Background: an optimization exercise with open tools, aiming at small area, a short achievable clock period and few clock cycles. Do not read the settings as production practice.
The RTL of this run was laid out without a check of its function.
No activity file was given, so power comes from the tool's default toggle rates.

==> design/flow/constraint.sdc <==
create_clock -name core_clock -period 8.0 [get_ports {clk}]
set_input_delay 1.6000 -clock core_clock [delete_from_list [all_inputs] [get_ports {clk}]]
set_output_delay 1.6000 -clock core_clock [all_outputs]
set_load 0.01 [all_outputs]
==> design/flow/design.v <==
module multi_64_33_9_10_16_3(clk, reset, s_data_in_x, s_valid_x, s_ready_x, m_data_out_y, m_valid_y, m_ready_y);
    parameter                      T = 16;
    input                          clk, reset, s_valid_x, m_ready_y;
    input signed [T-1:0]           s_data_in_x;
    output logic                   s_ready_x, m_valid_y;
    output logic signed [T-1:0]    m_data_out_y;
    logic [5:0] idx, idx_n;
    logic [3:0] credit, credit_n;
    logic accept, reserve, pop;
    assign accept   = s_valid_x & s_ready_x;
    assign reserve  = accept & (idx >= 6'd49);
    assign pop      = m_valid_y & m_ready_y;
    assign idx_n    = idx + {5'd0, accept};
    assign credit_n = credit - {3'd0, reserve} + {3'd0, pop};
    always_ff @(posedge clk) begin
        if (reset) begin
            idx       <= 6'd0;
            credit    <= 4'd15;
            s_ready_x <= 1'b1;
        end else begin
            idx       <= idx_n;
            credit    <= credit_n;
            s_ready_x <= (idx_n < 6'd49) | (credit_n != 0);
        end
    end
    logic signed [15:0] x0;
    logic v0;
    logic [2:0] t0;
    always_ff @(posedge clk) begin
        x0 <= s_data_in_x;
        t0 <= {idx >= 6'd49, idx >= 6'd40, idx >= 6'd32};
        if (reset) v0 <= 1'b0; else v0 <= accept;
    end
    logic [16:0] l1_m1;
    assign l1_m1 = {{1{x0[15]}}, x0};
    logic [16:0] l1_m3;
    assign l1_m3 = (l1_m1 << 1) + l1_m1;   
    logic [16:0] l1_m7;
    assign l1_m7 = (l1_m1 << 3) - l1_m1;   
    logic [16:0] l1_m9;
    assign l1_m9 = (l1_m1 << 3) + l1_m1;   
    logic [16:0] l1_m15;
    assign l1_m15 = (l1_m1 << 4) - l1_m1;   
    logic [16:0] l1_m13;
    assign l1_m13 = (l1_m3 << 2) + l1_m1;   
    logic [16:0] l1_m19;
    assign l1_m19 = (l1_m1 << 4) + l1_m3;   
    logic [16:0] l1_m21;
    assign l1_m21 = (l1_m3 << 3) - l1_m3;   
    logic [16:0] l1_m27;
    assign l1_m27 = (l1_m7 << 2) - l1_m1;   
    logic [16:0] l1_m39;
    assign l1_m39 = (l1_m1 << 5) + l1_m7;   
    logic [16:0] l1_m45;
    assign l1_m45 = (l1_m3 << 4) - l1_m3;   
    logic [16:0] l1_m53;
    assign l1_m53 = (l1_m7 << 3) - l1_m3;   
    logic [16:0] l1_m55;
    assign l1_m55 = (l1_m1 << 6) - l1_m9;   
    logic [16:0] l1_m57;
    assign l1_m57 = (l1_m7 << 3) + l1_m1;   
    logic [16:0] l1_m59;
    assign l1_m59 = (l1_m15 << 2) - l1_m1;   
    logic [16:0] l1_m93;
    assign l1_m93 = (l1_m3 << 5) - l1_m3;   
    logic [16:0] l1_m99;
    assign l1_m99 = (l1_m3 << 5) + l1_m3;   
    logic [16:0] l1_m103;
    assign l1_m103 = (l1_m3 << 5) + l1_m7;   
    logic [16:0] l1_m105;
    assign l1_m105 = (l1_m3 << 5) + l1_m9;   
    logic [16:0] l1_m111;
    assign l1_m111 = (l1_m7 << 4) - l1_m1;   
    logic [16:0] l1_m117;
    assign l1_m117 = (l1_m15 << 3) - l1_m3;   
    logic [16:0] l1_m119;
    assign l1_m119 = (l1_m1 << 7) - l1_m9;   
    logic [16:0] l1_m123;
    assign l1_m123 = (l1_m15 << 3) + l1_m3;   
    logic [16:0] l1_m195;
    assign l1_m195 = (l1_m3 << 6) + l1_m3;   
    logic [16:0] l1_m101;
    assign l1_m101 = (l1_m1 << 7) - l1_m27;   
    logic [16:0] l1_m149;
    assign l1_m149 = (l1_m1 << 7) + l1_m21;   
    logic [16:0] l1_m169;
    assign l1_m169 = (l1_m21 << 3) + l1_m1;   
    logic [16:0] l1_m175;
    assign l1_m175 = (l1_m1 << 6) + l1_m111;   
    logic [16:0] l1_m251;
    assign l1_m251 = (l1_m1 << 7) + l1_m123;   
    logic [32:0] l1_ovf;
    assign l1_ovf[0] = ($signed(x0) > 16'sd1260) | ($signed(x0) < -16'sd1260);
    assign l1_ovf[1] = ($signed(x0) > 16'sd138) | ($signed(x0) < -16'sd138);
    assign l1_ovf[2] = ($signed(x0) < -16'sd910) | ($signed(x0) > 16'sd910);
    assign l1_ovf[3] = ($signed(x0) < -16'sd1213) | ($signed(x0) > 16'sd1213);
    assign l1_ovf[4] = ($signed(x0) < -16'sd352) | ($signed(x0) > 16'sd352);
    assign l1_ovf[5] = ($signed(x0) > 16'sd295) | ($signed(x0) < -16'sd295);
    assign l1_ovf[6] = ($signed(x0) > 16'sd168) | ($signed(x0) < -16'sd168);
    assign l1_ovf[7] = ($signed(x0) > 16'sd287) | ($signed(x0) < -16'sd287);
    assign l1_ovf[8] = ($signed(x0) > 16'sd32767) | ($signed(x0) < -16'sd32768);
    assign l1_ovf[9] = ($signed(x0) > 16'sd140) | ($signed(x0) < -16'sd140);
    assign l1_ovf[10] = ($signed(x0) < -16'sd162) | ($signed(x0) > 16'sd162);
    assign l1_ovf[11] = ($signed(x0) < -16'sd2340) | ($signed(x0) > 16'sd2340);
    assign l1_ovf[12] = ($signed(x0) > 16'sd266) | ($signed(x0) < -16'sd266);
    assign l1_ovf[13] = ($signed(x0) > 16'sd138) | ($signed(x0) < -16'sd138);
    assign l1_ovf[14] = ($signed(x0) > 16'sd780) | ($signed(x0) < -16'sd780);
    assign l1_ovf[15] = ($signed(x0) < -16'sd10922) | ($signed(x0) > 16'sd10922);
    assign l1_ovf[16] = ($signed(x0) > 16'sd187) | ($signed(x0) < -16'sd187);
    assign l1_ovf[17] = ($signed(x0) < -16'sd215) | ($signed(x0) > 16'sd215);
    assign l1_ovf[18] = ($signed(x0) > 16'sd420) | ($signed(x0) < -16'sd420);
    assign l1_ovf[19] = ($signed(x0) < -16'sd156) | ($signed(x0) > 16'sd156);
    assign l1_ovf[20] = ($signed(x0) < -16'sd130) | ($signed(x0) > 16'sd130);
    assign l1_ovf[21] = ($signed(x0) < -16'sd159) | ($signed(x0) > 16'sd159);
    assign l1_ovf[22] = ($signed(x0) > 16'sd364) | ($signed(x0) < -16'sd364);
    assign l1_ovf[23] = ($signed(x0) > 16'sd606) | ($signed(x0) < -16'sd606);
    assign l1_ovf[24] = ($signed(x0) > 16'sd165) | ($signed(x0) < -16'sd165);
    assign l1_ovf[25] = ($signed(x0) < -16'sd1092) | ($signed(x0) > 16'sd1092);
    assign l1_ovf[26] = ($signed(x0) > 16'sd148) | ($signed(x0) < -16'sd148);
    assign l1_ovf[27] = ($signed(x0) < -16'sd682) | ($signed(x0) > 16'sd682);
    assign l1_ovf[28] = ($signed(x0) < -16'sd4095) | ($signed(x0) > 16'sd4096);
    assign l1_ovf[29] = ($signed(x0) > 16'sd193) | ($signed(x0) < -16'sd193);
    assign l1_ovf[30] = ($signed(x0) > 16'sd309) | ($signed(x0) < -16'sd309);
    assign l1_ovf[31] = ($signed(x0) < -16'sd137) | ($signed(x0) > 16'sd137);
    assign l1_ovf[32] = ($signed(x0) > 16'sd219) | ($signed(x0) < -16'sd219);
    logic [16:0] l1_q1, l1_q3, l1_q7, l1_q9, l1_q13, l1_q15, l1_q19, l1_q21, l1_q27, l1_q39, l1_q45, l1_q53, l1_q55, l1_q57, l1_q59, l1_q93, l1_q99, l1_q101, l1_q103, l1_q105, l1_q111, l1_q117, l1_q119, l1_q123, l1_q149, l1_q169, l1_q175, l1_q195, l1_q251;
    logic [32:0] l1_ovf_q;
    logic l1_neg_q, l1_v_q;
    logic [2:0] l1_t_q;
    always_ff @(posedge clk) begin
        l1_q1 <= l1_m1;
        l1_q3 <= l1_m3;
        l1_q7 <= l1_m7;
        l1_q9 <= l1_m9;
        l1_q13 <= l1_m13;
        l1_q15 <= l1_m15;
        l1_q19 <= l1_m19;
        l1_q21 <= l1_m21;
        l1_q27 <= l1_m27;
        l1_q39 <= l1_m39;
        l1_q45 <= l1_m45;
        l1_q53 <= l1_m53;
        l1_q55 <= l1_m55;
        l1_q57 <= l1_m57;
        l1_q59 <= l1_m59;
        l1_q93 <= l1_m93;
        l1_q99 <= l1_m99;
        l1_q101 <= l1_m101;
        l1_q103 <= l1_m103;
        l1_q105 <= l1_m105;
        l1_q111 <= l1_m111;
        l1_q117 <= l1_m117;
        l1_q119 <= l1_m119;
        l1_q123 <= l1_m123;
        l1_q149 <= l1_m149;
        l1_q169 <= l1_m169;
        l1_q175 <= l1_m175;
        l1_q195 <= l1_m195;
        l1_q251 <= l1_m251;
        l1_ovf_q <= l1_ovf;
        l1_neg_q <= x0[15];
        l1_t_q <= t0;
        if (reset) l1_v_q <= 1'b0; else l1_v_q <= v0;
    end
    logic signed [15:0] l1_s [0:31];
    logic [14:0] l1_y;
    wire [16:0] l1_sum0 = 17'd0 + (l1_ovf_q[0] ? (l1_neg_q ? 17'h18000 : 17'h07fff) : (l1_q13 << 1));
    wire [16:0] l1_sum1 = {l1_s[0][15], l1_s[0]} + (l1_ovf_q[1] ? (l1_neg_q ? 17'h18000 : 17'h07fff) : (l1_q59 << 2));
    wire [16:0] l1_sum2 = {l1_s[1][15], l1_s[1]} - (l1_ovf_q[2] ? (l1_neg_q ? 17'h18001 : 17'h08000) : (l1_q9 << 2));
    wire [16:0] l1_sum3 = {l1_s[2][15], l1_s[2]} - (l1_ovf_q[3] ? (l1_neg_q ? 17'h18001 : 17'h08000) : l1_q27);
    wire [16:0] l1_sum4 = {l1_s[3][15], l1_s[3]} - (l1_ovf_q[4] ? (l1_neg_q ? 17'h18001 : 17'h08000) : l1_q93);
    wire [16:0] l1_sum5 = {l1_s[4][15], l1_s[4]} + (l1_ovf_q[5] ? (l1_neg_q ? 17'h18000 : 17'h07fff) : l1_q111);
    wire [16:0] l1_sum6 = {l1_s[5][15], l1_s[5]} + (l1_ovf_q[6] ? (l1_neg_q ? 17'h18000 : 17'h07fff) : l1_q195);
    wire [16:0] l1_sum7 = {l1_s[6][15], l1_s[6]} + (l1_ovf_q[7] ? (l1_neg_q ? 17'h18000 : 17'h07fff) : (l1_q57 << 1));
    wire [16:0] l1_sum8 = {l1_s[7][15], l1_s[7]} + (l1_ovf_q[8] ? (l1_neg_q ? 17'h18000 : 17'h07fff) : l1_q1);
    wire [16:0] l1_sum9 = {l1_s[8][15], l1_s[8]} + (l1_ovf_q[9] ? (l1_neg_q ? 17'h18000 : 17'h07fff) : (l1_q117 << 1));
    wire [16:0] l1_sum10 = {l1_s[9][15], l1_s[9]} - (l1_ovf_q[10] ? (l1_neg_q ? 17'h18001 : 17'h08000) : (l1_q101 << 1));
    wire [16:0] l1_sum11 = {l1_s[10][15], l1_s[10]} - (l1_ovf_q[11] ? (l1_neg_q ? 17'h18001 : 17'h08000) : (l1_q7 << 1));
    wire [16:0] l1_sum12 = {l1_s[11][15], l1_s[11]} + (l1_ovf_q[12] ? (l1_neg_q ? 17'h18000 : 17'h07fff) : l1_q123);
    wire [16:0] l1_sum13 = {l1_s[12][15], l1_s[12]} + (l1_ovf_q[13] ? (l1_neg_q ? 17'h18000 : 17'h07fff) : (l1_q59 << 2));
    wire [16:0] l1_sum14 = {l1_s[13][15], l1_s[13]} + (l1_ovf_q[14] ? (l1_neg_q ? 17'h18000 : 17'h07fff) : (l1_q21 << 1));
    wire [16:0] l1_sum15 = {l1_s[14][15], l1_s[14]} - (l1_ovf_q[15] ? (l1_neg_q ? 17'h18001 : 17'h08000) : l1_q3);
    wire [16:0] l1_sum16 = {l1_s[15][15], l1_s[15]} + (l1_ovf_q[16] ? (l1_neg_q ? 17'h18000 : 17'h07fff) : l1_q175);
    wire [16:0] l1_sum17 = {l1_s[16][15], l1_s[16]} - (l1_ovf_q[17] ? (l1_neg_q ? 17'h18001 : 17'h08000) : (l1_q19 << 3));
    wire [16:0] l1_sum18 = {l1_s[17][15], l1_s[17]} + (l1_ovf_q[18] ? (l1_neg_q ? 17'h18000 : 17'h07fff) : (l1_q39 << 1));
    wire [16:0] l1_sum19 = {l1_s[18][15], l1_s[18]} - (l1_ovf_q[19] ? (l1_neg_q ? 17'h18001 : 17'h08000) : (l1_q105 << 1));
    wire [16:0] l1_sum20 = {l1_s[19][15], l1_s[19]} - (l1_ovf_q[20] ? (l1_neg_q ? 17'h18001 : 17'h08000) : l1_q251);
    wire [16:0] l1_sum21 = {l1_s[20][15], l1_s[20]} - (l1_ovf_q[21] ? (l1_neg_q ? 17'h18001 : 17'h08000) : (l1_q103 << 1));
    wire [16:0] l1_sum22 = {l1_s[21][15], l1_s[21]} + (l1_ovf_q[22] ? (l1_neg_q ? 17'h18000 : 17'h07fff) : (l1_q45 << 1));
    wire [16:0] l1_sum23 = {l1_s[22][15], l1_s[22]} + (l1_ovf_q[23] ? (l1_neg_q ? 17'h18000 : 17'h07fff) : (l1_q27 << 1));
    wire [16:0] l1_sum24 = {l1_s[23][15], l1_s[23]} + (l1_ovf_q[24] ? (l1_neg_q ? 17'h18000 : 17'h07fff) : (l1_q99 << 1));
    wire [16:0] l1_sum25 = {l1_s[24][15], l1_s[24]} - (l1_ovf_q[25] ? (l1_neg_q ? 17'h18001 : 17'h08000) : (l1_q15 << 1));
    wire [16:0] l1_sum26 = {l1_s[25][15], l1_s[25]} + (l1_ovf_q[26] ? (l1_neg_q ? 17'h18000 : 17'h07fff) : (l1_q55 << 2));
    wire [16:0] l1_sum27 = {l1_s[26][15], l1_s[26]} - (l1_ovf_q[27] ? (l1_neg_q ? 17'h18001 : 17'h08000) : (l1_q3 << 4));
    wire [16:0] l1_sum28 = {l1_s[27][15], l1_s[27]} - (l1_ovf_q[28] ? (l1_neg_q ? 17'h18001 : 17'h08000) : (l1_q1 << 3));
    wire [16:0] l1_sum29 = {l1_s[28][15], l1_s[28]} + (l1_ovf_q[29] ? (l1_neg_q ? 17'h18000 : 17'h07fff) : l1_q169);
    wire [16:0] l1_sum30 = {l1_s[29][15], l1_s[29]} + (l1_ovf_q[30] ? (l1_neg_q ? 17'h18000 : 17'h07fff) : (l1_q53 << 1));
    wire [16:0] l1_sum31 = {l1_s[30][15], l1_s[30]} - (l1_ovf_q[31] ? (l1_neg_q ? 17'h18001 : 17'h08000) : (l1_q119 << 1));
    wire [16:0] l1_sum32 = {l1_s[31][15], l1_s[31]} + (l1_ovf_q[32] ? (l1_neg_q ? 17'h18000 : 17'h07fff) : l1_q149);
    always_ff @(posedge clk) begin
        if (l1_v_q) begin
            l1_s[0] <= (l1_sum0[16] != l1_sum0[15]) ? {l1_sum0[16], {15{~l1_sum0[16]}}} : l1_sum0[15:0];
            l1_s[1] <= (l1_sum1[16] != l1_sum1[15]) ? {l1_sum1[16], {15{~l1_sum1[16]}}} : l1_sum1[15:0];
            l1_s[2] <= (l1_sum2[16] != l1_sum2[15]) ? {l1_sum2[16], {15{~l1_sum2[16]}}} : l1_sum2[15:0];
            l1_s[3] <= (l1_sum3[16] != l1_sum3[15]) ? {l1_sum3[16], {15{~l1_sum3[16]}}} : l1_sum3[15:0];
            l1_s[4] <= (l1_sum4[16] != l1_sum4[15]) ? {l1_sum4[16], {15{~l1_sum4[16]}}} : l1_sum4[15:0];
            l1_s[5] <= (l1_sum5[16] != l1_sum5[15]) ? {l1_sum5[16], {15{~l1_sum5[16]}}} : l1_sum5[15:0];
            l1_s[6] <= (l1_sum6[16] != l1_sum6[15]) ? {l1_sum6[16], {15{~l1_sum6[16]}}} : l1_sum6[15:0];
            l1_s[7] <= (l1_sum7[16] != l1_sum7[15]) ? {l1_sum7[16], {15{~l1_sum7[16]}}} : l1_sum7[15:0];
            l1_s[8] <= (l1_sum8[16] != l1_sum8[15]) ? {l1_sum8[16], {15{~l1_sum8[16]}}} : l1_sum8[15:0];
            l1_s[9] <= (l1_sum9[16] != l1_sum9[15]) ? {l1_sum9[16], {15{~l1_sum9[16]}}} : l1_sum9[15:0];
            l1_s[10] <= (l1_sum10[16] != l1_sum10[15]) ? {l1_sum10[16], {15{~l1_sum10[16]}}} : l1_sum10[15:0];
            l1_s[11] <= (l1_sum11[16] != l1_sum11[15]) ? {l1_sum11[16], {15{~l1_sum11[16]}}} : l1_sum11[15:0];
            l1_s[12] <= (l1_sum12[16] != l1_sum12[15]) ? {l1_sum12[16], {15{~l1_sum12[16]}}} : l1_sum12[15:0];
            l1_s[13] <= (l1_sum13[16] != l1_sum13[15]) ? {l1_sum13[16], {15{~l1_sum13[16]}}} : l1_sum13[15:0];
            l1_s[14] <= (l1_sum14[16] != l1_sum14[15]) ? {l1_sum14[16], {15{~l1_sum14[16]}}} : l1_sum14[15:0];
            l1_s[15] <= (l1_sum15[16] != l1_sum15[15]) ? {l1_sum15[16], {15{~l1_sum15[16]}}} : l1_sum15[15:0];
            l1_s[16] <= (l1_sum16[16] != l1_sum16[15]) ? {l1_sum16[16], {15{~l1_sum16[16]}}} : l1_sum16[15:0];
            l1_s[17] <= (l1_sum17[16] != l1_sum17[15]) ? {l1_sum17[16], {15{~l1_sum17[16]}}} : l1_sum17[15:0];
            l1_s[18] <= (l1_sum18[16] != l1_sum18[15]) ? {l1_sum18[16], {15{~l1_sum18[16]}}} : l1_sum18[15:0];
            l1_s[19] <= (l1_sum19[16] != l1_sum19[15]) ? {l1_sum19[16], {15{~l1_sum19[16]}}} : l1_sum19[15:0];
            l1_s[20] <= (l1_sum20[16] != l1_sum20[15]) ? {l1_sum20[16], {15{~l1_sum20[16]}}} : l1_sum20[15:0];
            l1_s[21] <= (l1_sum21[16] != l1_sum21[15]) ? {l1_sum21[16], {15{~l1_sum21[16]}}} : l1_sum21[15:0];
            l1_s[22] <= (l1_sum22[16] != l1_sum22[15]) ? {l1_sum22[16], {15{~l1_sum22[16]}}} : l1_sum22[15:0];
            l1_s[23] <= (l1_sum23[16] != l1_sum23[15]) ? {l1_sum23[16], {15{~l1_sum23[16]}}} : l1_sum23[15:0];
            l1_s[24] <= (l1_sum24[16] != l1_sum24[15]) ? {l1_sum24[16], {15{~l1_sum24[16]}}} : l1_sum24[15:0];
            l1_s[25] <= (l1_sum25[16] != l1_sum25[15]) ? {l1_sum25[16], {15{~l1_sum25[16]}}} : l1_sum25[15:0];
            l1_s[26] <= (l1_sum26[16] != l1_sum26[15]) ? {l1_sum26[16], {15{~l1_sum26[16]}}} : l1_sum26[15:0];
            l1_s[27] <= (l1_sum27[16] != l1_sum27[15]) ? {l1_sum27[16], {15{~l1_sum27[16]}}} : l1_sum27[15:0];
            l1_s[28] <= (l1_sum28[16] != l1_sum28[15]) ? {l1_sum28[16], {15{~l1_sum28[16]}}} : l1_sum28[15:0];
            l1_s[29] <= (l1_sum29[16] != l1_sum29[15]) ? {l1_sum29[16], {15{~l1_sum29[16]}}} : l1_sum29[15:0];
            l1_s[30] <= (l1_sum30[16] != l1_sum30[15]) ? {l1_sum30[16], {15{~l1_sum30[16]}}} : l1_sum30[15:0];
            l1_s[31] <= (l1_sum31[16] != l1_sum31[15]) ? {l1_sum31[16], {15{~l1_sum31[16]}}} : l1_sum31[15:0];
            l1_y <= (l1_sum32[16] ? 15'd0 : (l1_sum32[15] ? 15'h7fff : l1_sum32[14:0]));
        end
    end
    logic l1_vo;
    logic [2:0] l1_to;
    always_ff @(posedge clk) begin
        l1_to <= l1_t_q;
        if (reset) l1_vo <= 1'b0; else l1_vo <= l1_v_q & l1_t_q[0];
    end
    logic [16:0] l2_m1;
    assign l2_m1 = {2'd0, l1_y};
    logic [16:0] l2_m7;
    assign l2_m7 = (l2_m1 << 3) - l2_m1;   
    logic [16:0] l2_m9;
    assign l2_m9 = (l2_m1 << 3) + l2_m1;   
    logic [16:0] l2_m23;
    assign l2_m23 = (l2_m1 << 5) - l2_m9;   
    logic [16:0] l2_m25;
    assign l2_m25 = (l2_m1 << 4) + l2_m9;   
    logic [16:0] l2_m35;
    assign l2_m35 = (l2_m9 << 2) - l2_m1;   
    logic [16:0] l2_m37;
    assign l2_m37 = (l2_m9 << 2) + l2_m1;   
    logic [16:0] l2_m85;
    assign l2_m85 = (l2_m23 << 2) - l2_m7;   
    logic [16:0] l2_m93;
    assign l2_m93 = (l2_m1 << 7) - l2_m35;   
    logic [16:0] l2_m181;
    assign l2_m181 = (l2_m9 << 4) + l2_m37;   
    logic [8:0] l2_ovf;
    assign l2_ovf[0] = (l1_y > 15'd176);
    assign l2_ovf[1] = (l1_y > 15'd3640);
    assign l2_ovf[2] = (l1_y > 15'd163);
    assign l2_ovf[3] = (l1_y > 15'd181);
    assign l2_ovf[4] = (l1_y > 15'd468);
    assign l2_ovf[5] = (l1_y > 15'd192);
    assign l2_ovf[6] = (l1_y > 15'd442);
    assign l2_ovf[7] = (l1_y > 15'd356);
    assign l2_ovf[8] = (l1_y > 15'd146);
    logic [16:0] l2_q7, l2_q9, l2_q23, l2_q25, l2_q35, l2_q37, l2_q85, l2_q93, l2_q181;
    logic [8:0] l2_ovf_q;
    logic l2_neg_q, l2_v_q;
    logic [2:0] l2_t_q;
    always_ff @(posedge clk) begin
        l2_q7 <= l2_m7;
        l2_q9 <= l2_m9;
        l2_q23 <= l2_m23;
        l2_q25 <= l2_m25;
        l2_q35 <= l2_m35;
        l2_q37 <= l2_m37;
        l2_q85 <= l2_m85;
        l2_q93 <= l2_m93;
        l2_q181 <= l2_m181;
        l2_ovf_q <= l2_ovf;
        l2_neg_q <= 1'b0;
        l2_t_q <= l1_to;
        if (reset) l2_v_q <= 1'b0; else l2_v_q <= l1_vo;
    end
    logic signed [15:0] l2_s [0:7];
    logic [14:0] l2_y;
    wire [16:0] l2_sum0 = 17'd0 - (l2_ovf_q[0] ? (l2_neg_q ? 17'h18001 : 17'h08000) : (l2_q93 << 1));
    wire [16:0] l2_sum1 = {l2_s[0][15], l2_s[0]} - (l2_ovf_q[1] ? (l2_neg_q ? 17'h18001 : 17'h08000) : l2_q9);
    wire [16:0] l2_sum2 = {l2_s[1][15], l2_s[1]} - (l2_ovf_q[2] ? (l2_neg_q ? 17'h18001 : 17'h08000) : (l2_q25 << 3));
    wire [16:0] l2_sum3 = {l2_s[2][15], l2_s[2]} + (l2_ovf_q[3] ? (l2_neg_q ? 17'h18000 : 17'h07fff) : l2_q181);
    wire [16:0] l2_sum4 = {l2_s[3][15], l2_s[3]} - (l2_ovf_q[4] ? (l2_neg_q ? 17'h18001 : 17'h08000) : (l2_q35 << 1));
    wire [16:0] l2_sum5 = {l2_s[4][15], l2_s[4]} + (l2_ovf_q[5] ? (l2_neg_q ? 17'h18000 : 17'h07fff) : (l2_q85 << 1));
    wire [16:0] l2_sum6 = {l2_s[5][15], l2_s[5]} - (l2_ovf_q[6] ? (l2_neg_q ? 17'h18001 : 17'h08000) : (l2_q37 << 1));
    wire [16:0] l2_sum7 = {l2_s[6][15], l2_s[6]} - (l2_ovf_q[7] ? (l2_neg_q ? 17'h18001 : 17'h08000) : (l2_q23 << 2));
    wire [16:0] l2_sum8 = {l2_s[7][15], l2_s[7]} + (l2_ovf_q[8] ? (l2_neg_q ? 17'h18000 : 17'h07fff) : (l2_q7 << 5));
    always_ff @(posedge clk) begin
        if (l2_v_q) begin
            l2_s[0] <= (l2_sum0[16] != l2_sum0[15]) ? {l2_sum0[16], {15{~l2_sum0[16]}}} : l2_sum0[15:0];
            l2_s[1] <= (l2_sum1[16] != l2_sum1[15]) ? {l2_sum1[16], {15{~l2_sum1[16]}}} : l2_sum1[15:0];
            l2_s[2] <= (l2_sum2[16] != l2_sum2[15]) ? {l2_sum2[16], {15{~l2_sum2[16]}}} : l2_sum2[15:0];
            l2_s[3] <= (l2_sum3[16] != l2_sum3[15]) ? {l2_sum3[16], {15{~l2_sum3[16]}}} : l2_sum3[15:0];
            l2_s[4] <= (l2_sum4[16] != l2_sum4[15]) ? {l2_sum4[16], {15{~l2_sum4[16]}}} : l2_sum4[15:0];
            l2_s[5] <= (l2_sum5[16] != l2_sum5[15]) ? {l2_sum5[16], {15{~l2_sum5[16]}}} : l2_sum5[15:0];
            l2_s[6] <= (l2_sum6[16] != l2_sum6[15]) ? {l2_sum6[16], {15{~l2_sum6[16]}}} : l2_sum6[15:0];
            l2_s[7] <= (l2_sum7[16] != l2_sum7[15]) ? {l2_sum7[16], {15{~l2_sum7[16]}}} : l2_sum7[15:0];
            l2_y <= (l2_sum8[16] ? 15'd0 : (l2_sum8[15] ? 15'h7fff : l2_sum8[14:0]));
        end
    end
    logic l2_vo;
    logic [2:0] l2_to;
    always_ff @(posedge clk) begin
        l2_to <= l2_t_q;
        if (reset) l2_vo <= 1'b0; else l2_vo <= l2_v_q & l2_t_q[1];
    end
    logic [16:0] l3_m1;
    assign l3_m1 = {2'd0, l2_y};
    logic [16:0] l3_m7;
    assign l3_m7 = (l3_m1 << 3) - l3_m1;   
    logic [16:0] l3_m21;
    assign l3_m21 = (l3_m7 << 1) + l3_m7;   
    logic [16:0] l3_m23;
    assign l3_m23 = (l3_m1 << 4) + l3_m7;   
    logic [16:0] l3_m29;
    assign l3_m29 = (l3_m7 << 2) + l3_m1;   
    logic [16:0] l3_m51;
    assign l3_m51 = (l3_m29 << 1) - l3_m7;   
    logic [16:0] l3_m123;
    assign l3_m123 = (l3_m29 << 2) + l3_m7;   
    logic [16:0] l3_m149;
    assign l3_m149 = (l3_m1 << 7) + l3_m21;   
    logic [16:0] l3_m169;
    assign l3_m169 = (l3_m21 << 3) + l3_m1;   
    logic [9:0] l3_ovf;
    assign l3_ovf[0] = (l2_y > 15'd195);
    assign l3_ovf[1] = (l2_y > 15'd146);
    assign l3_ovf[2] = (l2_y > 15'd160);
    assign l3_ovf[3] = (l2_y > 15'd712);
    assign l3_ovf[4] = (l2_y > 15'd1129);
    assign l3_ovf[5] = (l2_y > 15'd266);
    assign l3_ovf[6] = (l2_y > 15'd564);
    assign l3_ovf[7] = (l2_y > 15'd219);
    assign l3_ovf[8] = (l2_y > 15'd193);
    assign l3_ovf[9] = (l2_y > 15'd511);
    logic [16:0] l3_q1, l3_q7, l3_q21, l3_q23, l3_q29, l3_q51, l3_q123, l3_q149, l3_q169;
    logic [9:0] l3_ovf_q;
    logic l3_neg_q, l3_v_q;
    logic [2:0] l3_t_q;
    always_ff @(posedge clk) begin
        l3_q1 <= l3_m1;
        l3_q7 <= l3_m7;
        l3_q21 <= l3_m21;
        l3_q23 <= l3_m23;
        l3_q29 <= l3_m29;
        l3_q51 <= l3_m51;
        l3_q123 <= l3_m123;
        l3_q149 <= l3_m149;
        l3_q169 <= l3_m169;
        l3_ovf_q <= l3_ovf;
        l3_neg_q <= 1'b0;
        l3_t_q <= l2_to;
        if (reset) l3_v_q <= 1'b0; else l3_v_q <= l2_vo;
    end
    logic signed [15:0] l3_s [0:8];
    logic [14:0] l3_y;
    wire [16:0] l3_sum0 = 17'd0 + (l3_ovf_q[0] ? (l3_neg_q ? 17'h18000 : 17'h07fff) : (l3_q21 << 3));
    wire [16:0] l3_sum1 = {l3_s[0][15], l3_s[0]} - (l3_ovf_q[1] ? (l3_neg_q ? 17'h18001 : 17'h08000) : (l3_q7 << 5));
    wire [16:0] l3_sum2 = {l3_s[1][15], l3_s[1]} + (l3_ovf_q[2] ? (l3_neg_q ? 17'h18000 : 17'h07fff) : (l3_q51 << 2));
    wire [16:0] l3_sum3 = {l3_s[2][15], l3_s[2]} - (l3_ovf_q[3] ? (l3_neg_q ? 17'h18001 : 17'h08000) : (l3_q23 << 1));
    wire [16:0] l3_sum4 = {l3_s[3][15], l3_s[3]} + (l3_ovf_q[4] ? (l3_neg_q ? 17'h18000 : 17'h07fff) : l3_q29);
    wire [16:0] l3_sum5 = {l3_s[4][15], l3_s[4]} + (l3_ovf_q[5] ? (l3_neg_q ? 17'h18000 : 17'h07fff) : l3_q123);
    wire [16:0] l3_sum6 = {l3_s[5][15], l3_s[5]} + (l3_ovf_q[6] ? (l3_neg_q ? 17'h18000 : 17'h07fff) : (l3_q29 << 1));
    wire [16:0] l3_sum7 = {l3_s[6][15], l3_s[6]} - (l3_ovf_q[7] ? (l3_neg_q ? 17'h18001 : 17'h08000) : l3_q149);
    wire [16:0] l3_sum8 = {l3_s[7][15], l3_s[7]} + (l3_ovf_q[8] ? (l3_neg_q ? 17'h18000 : 17'h07fff) : l3_q169);
    wire [16:0] l3_sum9 = {l3_s[8][15], l3_s[8]} + (l3_ovf_q[9] ? (l3_neg_q ? 17'h18000 : 17'h07fff) : (l3_q1 << 6));
    always_ff @(posedge clk) begin
        if (l3_v_q) begin
            l3_s[0] <= (l3_sum0[16] != l3_sum0[15]) ? {l3_sum0[16], {15{~l3_sum0[16]}}} : l3_sum0[15:0];
            l3_s[1] <= (l3_sum1[16] != l3_sum1[15]) ? {l3_sum1[16], {15{~l3_sum1[16]}}} : l3_sum1[15:0];
            l3_s[2] <= (l3_sum2[16] != l3_sum2[15]) ? {l3_sum2[16], {15{~l3_sum2[16]}}} : l3_sum2[15:0];
            l3_s[3] <= (l3_sum3[16] != l3_sum3[15]) ? {l3_sum3[16], {15{~l3_sum3[16]}}} : l3_sum3[15:0];
            l3_s[4] <= (l3_sum4[16] != l3_sum4[15]) ? {l3_sum4[16], {15{~l3_sum4[16]}}} : l3_sum4[15:0];
            l3_s[5] <= (l3_sum5[16] != l3_sum5[15]) ? {l3_sum5[16], {15{~l3_sum5[16]}}} : l3_sum5[15:0];
            l3_s[6] <= (l3_sum6[16] != l3_sum6[15]) ? {l3_sum6[16], {15{~l3_sum6[16]}}} : l3_sum6[15:0];
            l3_s[7] <= (l3_sum7[16] != l3_sum7[15]) ? {l3_sum7[16], {15{~l3_sum7[16]}}} : l3_sum7[15:0];
            l3_s[8] <= (l3_sum8[16] != l3_sum8[15]) ? {l3_sum8[16], {15{~l3_sum8[16]}}} : l3_sum8[15:0];
        end
    end
    wire [14:0] res = (l3_sum9[16] ? 15'd0 : (l3_sum9[15] ? 15'h7fff : l3_sum9[14:0]));
    wire res_wr = l3_v_q & l3_t_q[2];
    logic [14:0] q [0:14];
    logic [14:0] qv;
    logic [14:0] qv_s;
    assign qv_s = pop ? {1'b0, qv[14:1]} : qv;
    always_ff @(posedge clk) begin
        if (res_wr & ~qv_s[0]) q[0] <= res;
        else if (pop) q[0] <= q[1];
        if (res_wr & qv_s[0] & ~qv_s[1]) q[1] <= res;
        else if (pop) q[1] <= q[2];
        if (res_wr & qv_s[1] & ~qv_s[2]) q[2] <= res;
        else if (pop) q[2] <= q[3];
        if (res_wr & qv_s[2] & ~qv_s[3]) q[3] <= res;
        else if (pop) q[3] <= q[4];
        if (res_wr & qv_s[3] & ~qv_s[4]) q[4] <= res;
        else if (pop) q[4] <= q[5];
        if (res_wr & qv_s[4] & ~qv_s[5]) q[5] <= res;
        else if (pop) q[5] <= q[6];
        if (res_wr & qv_s[5] & ~qv_s[6]) q[6] <= res;
        else if (pop) q[6] <= q[7];
        if (res_wr & qv_s[6] & ~qv_s[7]) q[7] <= res;
        else if (pop) q[7] <= q[8];
        if (res_wr & qv_s[7] & ~qv_s[8]) q[8] <= res;
        else if (pop) q[8] <= q[9];
        if (res_wr & qv_s[8] & ~qv_s[9]) q[9] <= res;
        else if (pop) q[9] <= q[10];
        if (res_wr & qv_s[9] & ~qv_s[10]) q[10] <= res;
        else if (pop) q[10] <= q[11];
        if (res_wr & qv_s[10] & ~qv_s[11]) q[11] <= res;
        else if (pop) q[11] <= q[12];
        if (res_wr & qv_s[11] & ~qv_s[12]) q[12] <= res;
        else if (pop) q[12] <= q[13];
        if (res_wr & qv_s[12] & ~qv_s[13]) q[13] <= res;
        else if (pop) q[13] <= q[14];
        if (res_wr & qv_s[13] & ~qv_s[14]) q[14] <= res;
        else if (pop) q[14] <= q[14];
        if (reset) qv <= '0;
        else qv <= res_wr ? {qv_s[13:0], 1'b1} : qv_s;
    end
    logic [3:0] rel;
    always_ff @(posedge clk) begin
        if (reset) rel <= '0;
        else rel <= rel + ((accept && idx == 6'd63) ? 4'd15 : 4'd0) - {3'd0, pop};
    end
    assign m_valid_y = qv[0] & (rel != '0);
    assign m_data_out_y = {1'b0, q[0]};
endmodule
==> design/flow/run.sh <==
#!/bin/bash
# synth_recipe.tcl (not shown) runs the flow's synth.tcl, then flattens the netlist and writes it again
# the make line also repeats each setting of config.mk as NAME=value (left out here)
make -C /OpenROAD-flow-scripts/flow DESIGN_CONFIG=/design/flow/config.mk WORK_HOME=/design/flow/orfs CLKGATE_MAP_FILE= SYNTH_SCRIPT=/design/flow/synth_recipe.tcl finish
==> design/flow/config.mk <==
export PLATFORM = sky130hd
export DESIGN_NAME = multi_64_33_9_10_16_3
export DESIGN_NICKNAME = multi_64_33_9_10_16_3
export VERILOG_FILES = /design/flow/design.v
export SDC_FILE = /design/flow/constraint.sdc
export NUM_CORES = 4
export LEC_CHECK = 0
export CAP_MARGIN = 20
export CORE_MARGIN = 2
export CORE_UTILIZATION = 40
export PLACE_DENSITY = 0.6
export SLEW_MARGIN = 20
==> results.sh <==
export IMPL_wl_per_cell_microns=22.2
export IMPL_clock_sinks=1735
export IMPL_antenna_found_initial=30
export IMPL_via_per_inst=5.43
export IMPL_yosys_area_top_type="edfxtp_1"
export IMPL_clkTransAtPathRegs_ns=0.07
export IMPL_p_switching_w=0.0118
export IMPL_rsz0062_at_grt="no"
export IMPL_p_comb_frac=0.338
export IMPL_die_h_microns=542
export IMPL_seq_area_frac_synth=0.389
export IMPL_switching_share=0.364
export IMPL_syn_inst=12241
export IMPL_die_area_sq_um=294000
export IMPL_routed_wl_mm=360
export IMPL_synth_area_top_cells="edfxtp_1 (27%), ha_1 (14%), dfxtp_1 (12%)"
export IMPL_fin_tns_setup_ns=0
export IMPL_p_seq_frac=0.371
export IMPL_std_cell_rows=197
export IMPL_status="no timing/DRC/antenna violations"
export IMPL_synth_cell_types=113
export IMPL_fmax_ghz=0.155
export IMPL_final_common_cell="ha_1"
export IMPL_cts_max_level=4
export IMPL_criticalPathCategory="reg -> reg"
export IMPL_cts_tree="yes"
export IMPL_ys_warn_count=5
export IMPL_coreArea_sq_um=288000
export IMPL_grt_first_pass_wirelength_mm=529
export IMPL_ant_nets=0
export IMPL_clk_path_buf_depth=4
export IMPL_pin_count=38
export IMPL_cp_max_fo=16
export IMPL_rr_startpoint="x0[1]"
export IMPL_gp_congestion=0.989
export IMPL_cts_setup_buffers=0
export IMPL_numCtsBuffers=202
export IMPL_startpoint_type="register"
export IMPL_numPortBuffers=36
export IMPL_route_vias_total=88036
export IMPL_syn_area_sq_um=116000
export IMPL_p_int_w=0.0207
export IMPL_synth_area_per_cell_sq_um=9.46
export IMPL_drive_above_1_share=0.0600
export IMPL_setup_viol=0
export IMPL_clk_latency_ns=0.91
export IMPL_min_path_type="reg -> reg"
export IMPL_mostFrequentLayoutCells="ha_1 (1,292), o21ai_0 (1,164), a21oi_1 (1,148), edfxtp_1 (1,035), inv_1 (873)"
export IMPL_synth_ff_type="edfxtp_1"
export IMPL_worst_pin_slew_ns=1.26
export IMPL_cts_root_buf="clkbuf_16"
export IMPL_finalInstanceArea_sq_um=127000
export IMPL_synth_edf_count=1035
export IMPL_dpl_worst_slack_ns=1.72
export IMPL_start_util=0.402
export IMPL_fin_ws_ns=1.57
export IMPL_ys_async_sr_fraction=0
export IMPL_min_period_ns=6.43
export IMPL_cellPowerDensity_nw_per_um2=256
export IMPL_drtIter0Drc=6805
export IMPL_postCtsHoldBufs=0
export IMPL_fin_skew_ns=0.0767
export IMPL_grt_max_degree=168
export IMPL_route_detailed_drc=0
export IMPL_die_w_microns=542
export IMPL_place_area_sq_um=121000
export IMPL_overflow=0
export IMPL_hold_violations=0
export IMPL_fin_crit_sh=0.804
export IMPL_nNetsFinal=13630
export IMPL_r2r_cells=26
export IMPL_pwr_share_clk=0.291
export IMPL_grt_total_usage=0.238
export IMPL_end_kind="register"
export IMPL_p_leak_nw=51.8
export IMPL_crit_required_ns=8.82
export IMPL_drv_slew=0
export IMPL_first_pass_iters=9
export IMPL_drv_cap=0
export IMPL_rrSetupSlack_ns=1.57
export IMPL_ys_ff_latch=1735
export IMPL_peakVddDrop_mv=0.188
export IMPL_final_core_util=0.442
export IMPL_synth_top_area_frac=0.268
export IMPL_dp_hpwl_mm=280
export IMPL_r2r_end="l1_q251[16]"
export IMPL_slew_headroom=0.154
export IMPL_crit_start="x0[1]"
export IMPL_synthToLayoutAreaGrowth_pct=10.0
export IMPL_crit_end="l1_q251[16]"
export IMPL_worstPathArrival_ns=7.25
export IMPL_cts_resized=0
export IMPL_grt_pass1_vias=83736
## registers in the layout, indices dropped and copies added (netlist names), 16 cells and up
name and count:
q 225, x0 16, l3_q123 16, l1_s 512, l2_q181 17, l1_ovf_q 32
l1_q251 17, l3_q169 17, l1_q169 16, l3_s 140, l3_q149 16, l2_s 128
## layout make-up
type,instances,area (sq um)
Multi-Input combinational cell,9265,66000
Antenna cell,25,62.6
Clock buffer,273,5770
Clock inverter,98,982
Fill cell,27756,161000
Inverter,883,3310
Tap cell,3781,4730
Sequential cell,1735,45100
Timing Repair Buffer,160,1330
## per-stage QoR
| step | hold WS, ns | instances | total power [W] |
|---|---|---|---|
| after global routing | 0.328 | 16209 | 0.0340 |
| after global placement | 0.311 | 15824 | 0.0231 |
| final | 0.325 | 16220 | 0.0326 |
| after CTS | 0.326 | 16195 | 0.0326 |
| after floorplan | 0.310 | 12242 | 0.0191 |
| after detailed placement | 0.313 | 15824 | 0.0230 |
## cell usage after synthesis, types with 43 or more instances
cell and count:
a31oi_1 91, xor2_1 416, maj3_1 66, nand2_1 865, clkbuf_1 278, o21bai_1 206, nor2b_1 153, edfxtp_1 1035
a21o_1 325, nand2b_1 324, o21ai_0 1176, dfxtp_1 700, ha_1 1292, o41ai_1 43, or2_2 155, fa_1 71
a21oi_1 1148, o21a_1 156, a211oi_1 69, and2_1 45, nand3_1 118, and3_1 60, nor3_1 240, xnor2_1 858
o31ai_1 78, or3_1 59, inv_1 874, buf_2 55, nor2_1 656, a21boi_0 63
## per-layer routing
layer | GRT usage | up-vias | part of all wire
met4 | 0.135 | 18 | 0.063
met2 | 0.390 | 2330 | 0.46
met5 | 0 | - | 0.00034
met1 | 0.298 | 41378 | 0.43
met3 | 0.0383 | 739 | 0.055
li1 | - | 43571 | -
## logic make-up after synthesis
logic type | count (synthesis) | synth area share
AO/OA/AOI/OAI | 3662 | 0.191
AND/OR/NAND/NOR | 2833 | 0.118
flip-flops | 1735 | 0.389
adder cells (fa/ha/maj) | 1436 | 0.158
XOR/XNOR | 1288 | 0.0987
buffers and inverters | 1242 | 0.0412
multiplexers | 44 | 0.00399
other | 1 | 0.0000324
## how the worst min path moves through the flow
stage               start   endpoint  slack (ns)  cells past startpoint
floorplan           t0[0]  l1_t_q[0]        0.31                      0
global route        t0[1]  l1_t_q[1]        0.33                      0
global placement    t0[0]  l1_t_q[0]        0.31                      0
detailed placement  t0[1]  l1_t_q[1]        0.31                      0
CTS                 t0[1]  l1_t_q[1]        0.33                      0
finish              t0[1]  l1_t_q[1]        0.33                      0
## power groups by stage
| stage | Combinational, W | Clock (W) | Sequential [W] |
|---|---|---|---|
| 3_5_place_dp | 0.0108 | 0 | 0.0122 |
| 2_1_floorplan | 0.00751 | 0 | 0.0116 |
| 5_1_grt | 0.0119 | 0.00999 | 0.0121 |
| 3_3_place_gp | 0.0108 | 0 | 0.0123 |
| 4_1_cts | 0.0109 | 0.00967 | 0.0121 |
| 6_report | 0.0110 | 0.00949 | 0.0121 |
## critical path, cell delays in order, from the launching register on
cell and delay, ns:
dfxtp_2 0.56, ha_1 0.49, inv_1 0.13, fa_1 0.44, nand2b_1 0.22, a2111oi_1 0.51
a211oi_2 0.09, buf_4 0.26, inv_1 0.41, ha_1 0.41, nand2_1 0.10, nor2_1 0.05
a21oi_1 0.27, nor2b_1 0.20, xnor2_1 0.26, ha_1 0.32, a21o_1 0.16, a21oi_1 0.24
o21bai_1 0.09, a21oi_1 0.25, nor2b_1 0.08, o21a_1 0.19, o21ai_0 0.14, nand2b_1 0.07
a21oi_1 0.17, xnor2_1 0.15, xnor2_1 0.14

## re-timing with driven ports
How much do the figures lean on ideal ports? The routed layout below was timed once more, with nothing changed but the port constraints. Step 1: set_driving_cell puts a clkbuf_16 on clk and a buf_2 on each other input, an assumption about the parent block. Step 2 times the ports against the registers' clock, not the clock port: input delays grow and output delays shrink by t, the midpoint of the rising clock arrivals with the driver on. Slacks: ideal / step 1 / step 2; pairs: ideal / step 1.
t, ns: 0.976
setup slack, ns: 1.568 / 1.568 / 1.568
worst setup path after step 2: register to register
slew at the worst register clock pin (ns): 0.07 / 0.07
pins driven straight from the clock port: 1
After both steps setup and hold are still met in this run. For this run, drivers alone change the setup slack by 0.000 ns; drivers and shift together by 0.000 ns.
